Context: an optimization exercise on an open-source flow, tuned for small area and a short achievable clock period. The choices shown serve that exercise and are no tape-out recipe. RTL that was checked went through simulation tests only; none was proved equivalent to the original. Power figures rest on the tool's default switching activity, not on a simulated workload.

## fpmul_pipe
module fpmul_pipe (clk, oprA, oprB, Result);
    input clk;
    input [31:0] oprA, oprB;
    output [31:0] Result;
    wire [116:0] r1_d;
    wire [7:0] e1_d;
    wire s1_d;
    reg [116:0] r1_q;
    reg [7:0] e1_q;
    reg s1_q;
    wire [24:0] p2_d;
    reg [24:0] p2_q;
    reg [7:0] e2_q;
    reg s2_q;
    fpmul_sa u_sa (.oprA(oprA), .oprB(oprB), .r1(r1_d), .e1(e1_d), .s1(s1_d));
    fpmul_sb u_sb (.r1(r1_q), .p2(p2_d));
    fpmul_sc u_sc (.p2(p2_q), .e2(e2_q), .s2(s2_q), .Result(Result));
    always @(posedge clk)
    begin
        r1_q <= r1_d;
        e1_q <= e1_d;
        s1_q <= s1_d;
        p2_q <= p2_d;
        e2_q <= e1_q;
        s2_q <= s1_q;
    end
endmodule
For scale: roughly 97 I/O pins.
clock: 9.5 ns
lec_check: 0
cap_margin: 20
core_margin: 2
core_utilization: 40
cts_buf_list: sky130_fd_sc_hd__clkbuf_4 sky130_fd_sc_hd__clkbuf_8
setup_slack_margin: 5
slew_margin: 20
synth_hierarchical: 1
synth_minimum_keep_size: 0
standard.sh (not shown) runs the stock make flow with config.mk's settings and CLKGATE_MAP_FILE= SYNTH_SCRIPT=/design/flow/synth_recipe.tcl, a recipe that flattens the netlist after the stock synthesis.
==> flow/flow/run.sh <==
#!/bin/bash
# The standard layout, except that the port buffers are buf_4 cells rather than the
# clkdlybuf4s50_1 delay cells buffer_ports picks by default.
set -euo pipefail
export BUFFER_PORTS_ARGS="-buffer_cell sky130_fd_sc_hd__buf_4"
bash standard.sh finish > orfs_flow.log 2>&1
The starting point finished with timing, DRC and antenna clean.
==> next run, changes <==
Settings changed: CTS_BUF_LIST sky130_fd_sc_hd__clkbuf_4 sky130_fd_sc_hd__clkbuf_8 to default.
Cell area goes up by 1.0%.
Wire length barely changes.
First-iteration DRC count goes down by 6.7%.
Setup slack loses 0.041 ns.
Power goes up by 2.6%.
Sequential cell count does not change.
Cell count stays flat.
Non-clock buffer count does not change.
Function was not checked in any run of this note: the RTL went through the layout flow alone.


fpmul_pipe, a different RTL version from the one above (not shown whole).
Size: ~1900 cells after synthesis, ~170 flip-flops.
clock: 9.5 ns
lec_check: 0
cap_margin: 20
core_margin: 2
core_utilization: 40
slew_margin: 20
synth_hierarchical: 1
synth_minimum_keep_size: 0
==> flow/flow/run.sh <==
#!/bin/bash
# The standard layout, except that the port buffers are buf_4 cells rather than the
# clkdlybuf4s50_1 delay cells buffer_ports picks by default, and that timing repair aims
# for a setup slack of 6.5 ns at the 9.5 ns clock.
set -euo pipefail
export BUFFER_PORTS_ARGS="-buffer_cell sky130_fd_sc_hd__buf_4"
export SETUP_SLACK_MARGIN=6.5
bash standard.sh finish > orfs_flow.log 2>&1
The starting point went through all stages and came out clean.
Next try:
==> flow/flow/run.sh (replaced) <==
#!/bin/bash
# The standard layout, except that the port buffers are buf_4 cells rather than the
# clkdlybuf4s50_1 delay cells buffer_ports picks by default, and that timing repair aims
# for a setup slack of 5.2 ns at the 9.5 ns clock.
set -euo pipefail
export BUFFER_PORTS_ARGS="-buffer_cell sky130_fd_sc_hd__buf_4"
export SETUP_SLACK_MARGIN=5.2
bash standard.sh finish > orfs_flow.log 2>&1
CTS_BUF_LIST = sky130_fd_sc_hd__clkbuf_4 sky130_fd_sc_hd__clkbuf_8   (was unset)
Die area does not change. Combinational power came out lower by 33%. Sequential power hardly moves. Critical path depth stays the same. Synthesized cell count does not change. Wire length goes down by about 20%. Via count falls by 12%. Total power went down by about 28%. Clock power is lower by 12%. Core utilization goes down by 12 points. Worst setup slack loses 120 ps.
Next try:
==> flow/flow/run.sh (replaced) <==
#!/bin/bash
# The standard layout, except that the port buffers are buf_2 cells rather than the
# clkdlybuf4s50_1 delay cells buffer_ports picks by default.
set -euo pipefail
export BUFFER_PORTS_ARGS="-buffer_cell sky130_fd_sc_hd__buf_2"
bash standard.sh finish > orfs_flow.log 2>&1
CTS_BUF_LIST = unset   (was sky130_fd_sc_hd__clkbuf_4 sky130_fd_sc_hd__clkbuf_8)
SETUP_SLACK_MARGIN = 5   (was unset)
Result: Synthesized cell count stays the same. Total power decreases by 1.0%. Final area went down by 3.5%.


== exp/onyx ==
Starting RTL as in the previous note.
Settings: LEC_CHECK=0, CAP_MARGIN=20, CORE_MARGIN=2, CORE_UTILIZATION=40, SETUP_SLACK_MARGIN=5, SLEW_MARGIN=20, SYNTH_HIERARCHICAL=1, SYNTH_MINIMUM_KEEP_SIZE=0; clock period 9.5 ns.
==> flow/flow/run.sh <==
#!/bin/bash
# The standard layout, except that the port buffers are buf_1 cells rather than the
# clkdlybuf4s50_1 delay cells buffer_ports picks by default.
set -euo pipefail
export BUFFER_PORTS_ARGS="-buffer_cell sky130_fd_sc_hd__buf_1"
bash standard.sh finish > orfs_flow.log 2>&1
exp/onyx: flow completed, timing, DRC and antenna clean
--- input diff exp/onyx..exp/umber ---
- SETUP_SLACK_MARGIN: 5 -> unset
==> flow/flow/run.sh <==
#!/bin/bash
# The standard layout, except that the port buffers are buf_4 cells rather than the
# clkdlybuf4s50_1 delay cells buffer_ports picks by default, and that timing repair aims
# for a setup slack of 5.5 ns at the 9.5 ns clock.
set -euo pipefail
export BUFFER_PORTS_ARGS="-buffer_cell sky130_fd_sc_hd__buf_4"
export SETUP_SLACK_MARGIN=5.5
bash standard.sh finish > orfs_flow.log 2>&1
Notes after the runs:
- When exp/umber is measured against exp/onyx, its worst endpoint required time turns out 70 ps higher.
- Against exp/onyx, total design power in exp/umber rose by a few percent.
- What exp/umber reported for non-clock buffer count has to be multiplied by 0.48 to get the figure for exp/onyx.
- Final-report hold violation count: exp/umber vs exp/onyx identical
- The run showing the greater layout-stage area growth over the synthesis result is exp/umber.
- On design internal power, exp/umber does worse than exp/onyx.
### exp/umber -> exp/zinc
- SETUP_SLACK_MARGIN now 5, previously not set
- CORE_UTILIZATION now 60, was 40
==> flow/flow/run.sh <==
#!/bin/bash
# The standard layout, except that the port buffers are buf_4 cells rather than the
# clkdlybuf4s50_1 delay cells buffer_ports picks by default.
set -euo pipefail
export BUFFER_PORTS_ARGS="-buffer_cell sky130_fd_sc_hd__buf_4"
bash standard.sh finish > orfs_flow.log 2>&1
Compared exp/zinc vs exp/umber, and worst setup timing slack at the placement stage is up in exp/zinc.
Switching power as a share of total power ended up 0.53 points higher on exp/zinc than on exp/umber.
| normalized max-slew margin | exp/zinc vs exp/umber | worse |
Taking exp/umber as the reference point, the sequential cell area share of exp/zinc rises by 3.1 points.
--- input diff exp/zinc..exp/tundra ---
- setting TNS_END_PERCENT to 0 for the first time
- changing CORE_UTILIZATION from 60 to 40
Results
- exp/zinc → exp/tundra: clock insertion delay at the later pin of the skew report went up; height of the die went up.
- exp/tundra vs. exp/zinc: number of antenna violations at the first check in global routing went up by 1.
- Looking only at switching power total, and setting everything else aside, the higher value of exp/zinc and exp/tundra goes to exp/zinc.
- Number of core rows in exp/tundra is 15 higher than in exp/zinc
Changes in exp/cedar relative to exp/tundra:
- CTS_BUF_LIST newly set to sky130_fd_sc_hd__clkbuf_4 sky130_fd_sc_hd__clkbuf_8
- TNS_END_PERCENT removed (was 0)
Notes after the runs:
- exp/tundra → exp/cedar: cell total after placement has remained practically unchanged; maximum achievable frequency closely matched the old numbers.
- Comparing clock slew seen by the registers of the worst setup and hold paths for exp/tundra and exp/cedar, the smaller number came from exp/tundra.
- Going from exp/tundra to exp/cedar, the clock latency of the later-clocked register in the worst-skew pair was found to have gone up by 40 ps.
- Routing usage on met1: exp/cedar lower than exp/tundra
- When the final numbers for exp/tundra and exp/cedar were put side by side, the routability congestion estimate turned out to be greater in exp/tundra.


fpmul_pipe again, from the RTL that the note above started with.
// fpmul_pipe
module fpmul_pipe (clk, oprA, oprB, Result);
    input clk;
    input [31:0] oprA, oprB;
    output [31:0] Result;
    wire [129:0] r1_d;
    wire [7:0] e1_d;
    wire s1_d;
    reg [129:0] r1_q;
    reg [7:0] e1_q;
    reg s1_q;
    wire [24:0] p2_d;
    reg [24:0] p2_q;
    reg [7:0] e2_q;
    reg s2_q;
    fpmul_sa u_sa (.oprA(oprA), .oprB(oprB), .r1(r1_d), .e1(e1_d), .s1(s1_d));
    fpmul_sb u_sb (.r1(r1_q), .p2(p2_d));
    fpmul_sc u_sc (.p2(p2_q), .e2(e2_q), .s2(s2_q), .Result(Result));
    always @(posedge clk)
    begin
        r1_q <= r1_d;
        e1_q <= e1_d;
        s1_q <= s1_d;
        p2_q <= p2_d;
        e2_q <= e1_q;
        s2_q <= s1_q;
    end
endmodule
clock: 9.5 ns
lec_check: 0
cap_margin: 20
core_margin: 2
core_utilization: 40
setup_slack_margin: 5
slew_margin: 20
synth_hierarchical: 1
synth_minimum_keep_size: 0
tns_end_percent: 0
==> flow/flow/run.sh <==
#!/bin/bash
# The standard layout, except that the port buffers are buf_2 cells rather than the
# clkdlybuf4s50_1 delay cells buffer_ports picks by default.
set -euo pipefail
export BUFFER_PORTS_ARGS="-buffer_cell sky130_fd_sc_hd__buf_2"
bash standard.sh finish > orfs_flow.log 2>&1
Rerun with:
==> flow/flow/run.sh (replaced) <==
#!/bin/bash
# The standard layout, except that the port buffers are buf_4 cells rather than the
# clkdlybuf4s50_1 delay cells buffer_ports picks by default.
set -euo pipefail
export BUFFER_PORTS_ARGS="-buffer_cell sky130_fd_sc_hd__buf_4"
bash standard.sh finish > orfs_flow.log 2>&1
Settings changed: TNS_END_PERCENT 0 to not set.
The changed run ran to the end with no violations.
Final cell count barely changes.
Maximum frequency went up by about 2.4%.
Die area stays the same.
Design area went up by 1.3%.
Worst hold slack loses 3.6 ps.
Rerun with:
==> flow/flow/run.sh (replaced) <==
#!/bin/bash
# The standard layout, except that the port buffers are buf_8 cells rather than the
# clkdlybuf4s50_1 delay cells buffer_ports picks by default.
set -euo pipefail
export BUFFER_PORTS_ARGS="-buffer_cell sky130_fd_sc_hd__buf_8"
bash standard.sh finish > orfs_flow.log 2>&1
What happened: Cell count barely changes. Setup slack stays flat. Via count barely changes.

## afterwards: timing with drivers on the ports
In the flow no input, the clock included, has a driving cell. The finished layouts below were timed again as built, in two steps. Step 1 sets driving cells, clkbuf_16 on the clock port and buf_2 on the other inputs (assumed; they add their load-dependent delay and slew). Step 2 times the ports against the registers' clock, not the clock port: input delays grow and output delays shrink by t, the midpoint of the rising clock arrivals with the driver on. Slacks: ideal ports / drivers / drivers and shift; pairs: ideal ports / drivers.
run | shift t [ns] | slack for setup (ns) | hold WS [ns] | worst register clock-pin slew, ns
the first run of note 1 | 0.571 | 5.065 / 5.076 / 4.505 | 0.334 / 0.334 / 0.334 | 0.11 / 0.11
the second run of note 1 | 0.508 | 5.024 / 5.040 / 4.532 | 0.327 / 0.327 / 0.327 | 0.08 / 0.08
the first run of note 2 | 0.552 | 5.270 / 5.285 / 4.733 | 0.330 / 0.330 / 0.330 | 0.08 / 0.08
the second run of note 2 | 0.566 | 5.148 / 5.174 / 4.609 | 0.333 / 0.333 / 0.333 | 0.12 / 0.12
the third run of note 2 | 0.546 | 5.053 / 5.051 / 4.506 | 0.327 / 0.327 / 0.327 | 0.07 / 0.07
exp/onyx | 0.522 | 5.068 / 5.098 / 4.577 | 0.323 / 0.323 / 0.323 | 0.07 / 0.07
exp/umber | 0.540 | 5.279 / 5.185 / 4.645 | 0.327 / 0.327 / 0.327 | 0.08 / 0.08
exp/zinc | 0.506 | 5.062 / 5.095 / 4.589 | 0.325 / 0.325 / 0.325 | 0.07 / 0.07
exp/tundra | 0.537 | 5.013 / 5.033 / 4.496 | 0.329 / 0.329 / 0.329 | 0.07 / 0.07
exp/cedar | 0.568 | 5.020 / 5.046 / 4.479 | 0.325 / 0.325 / 0.325 | 0.10 / 0.10
the first run of note 4 | 0.526 | 4.953 / 4.968 / 4.443 | 0.327 / 0.327 / 0.327 | 0.07 / 0.07
the second run of note 4 | 0.521 | 5.058 / 5.094 / 4.573 | 0.324 / 0.324 / 0.324 | 0.07 / 0.07
the third run of note 4 | 0.523 | 5.057 / 5.074 / 4.551 | 0.324 / 0.324 / 0.324 | 0.08 / 0.08
After both steps setup and hold are still met in every run listed. The setup slack of exp/umber, which loses most, moves by -0.094 ns with the drivers and by -0.634 ns with both steps.
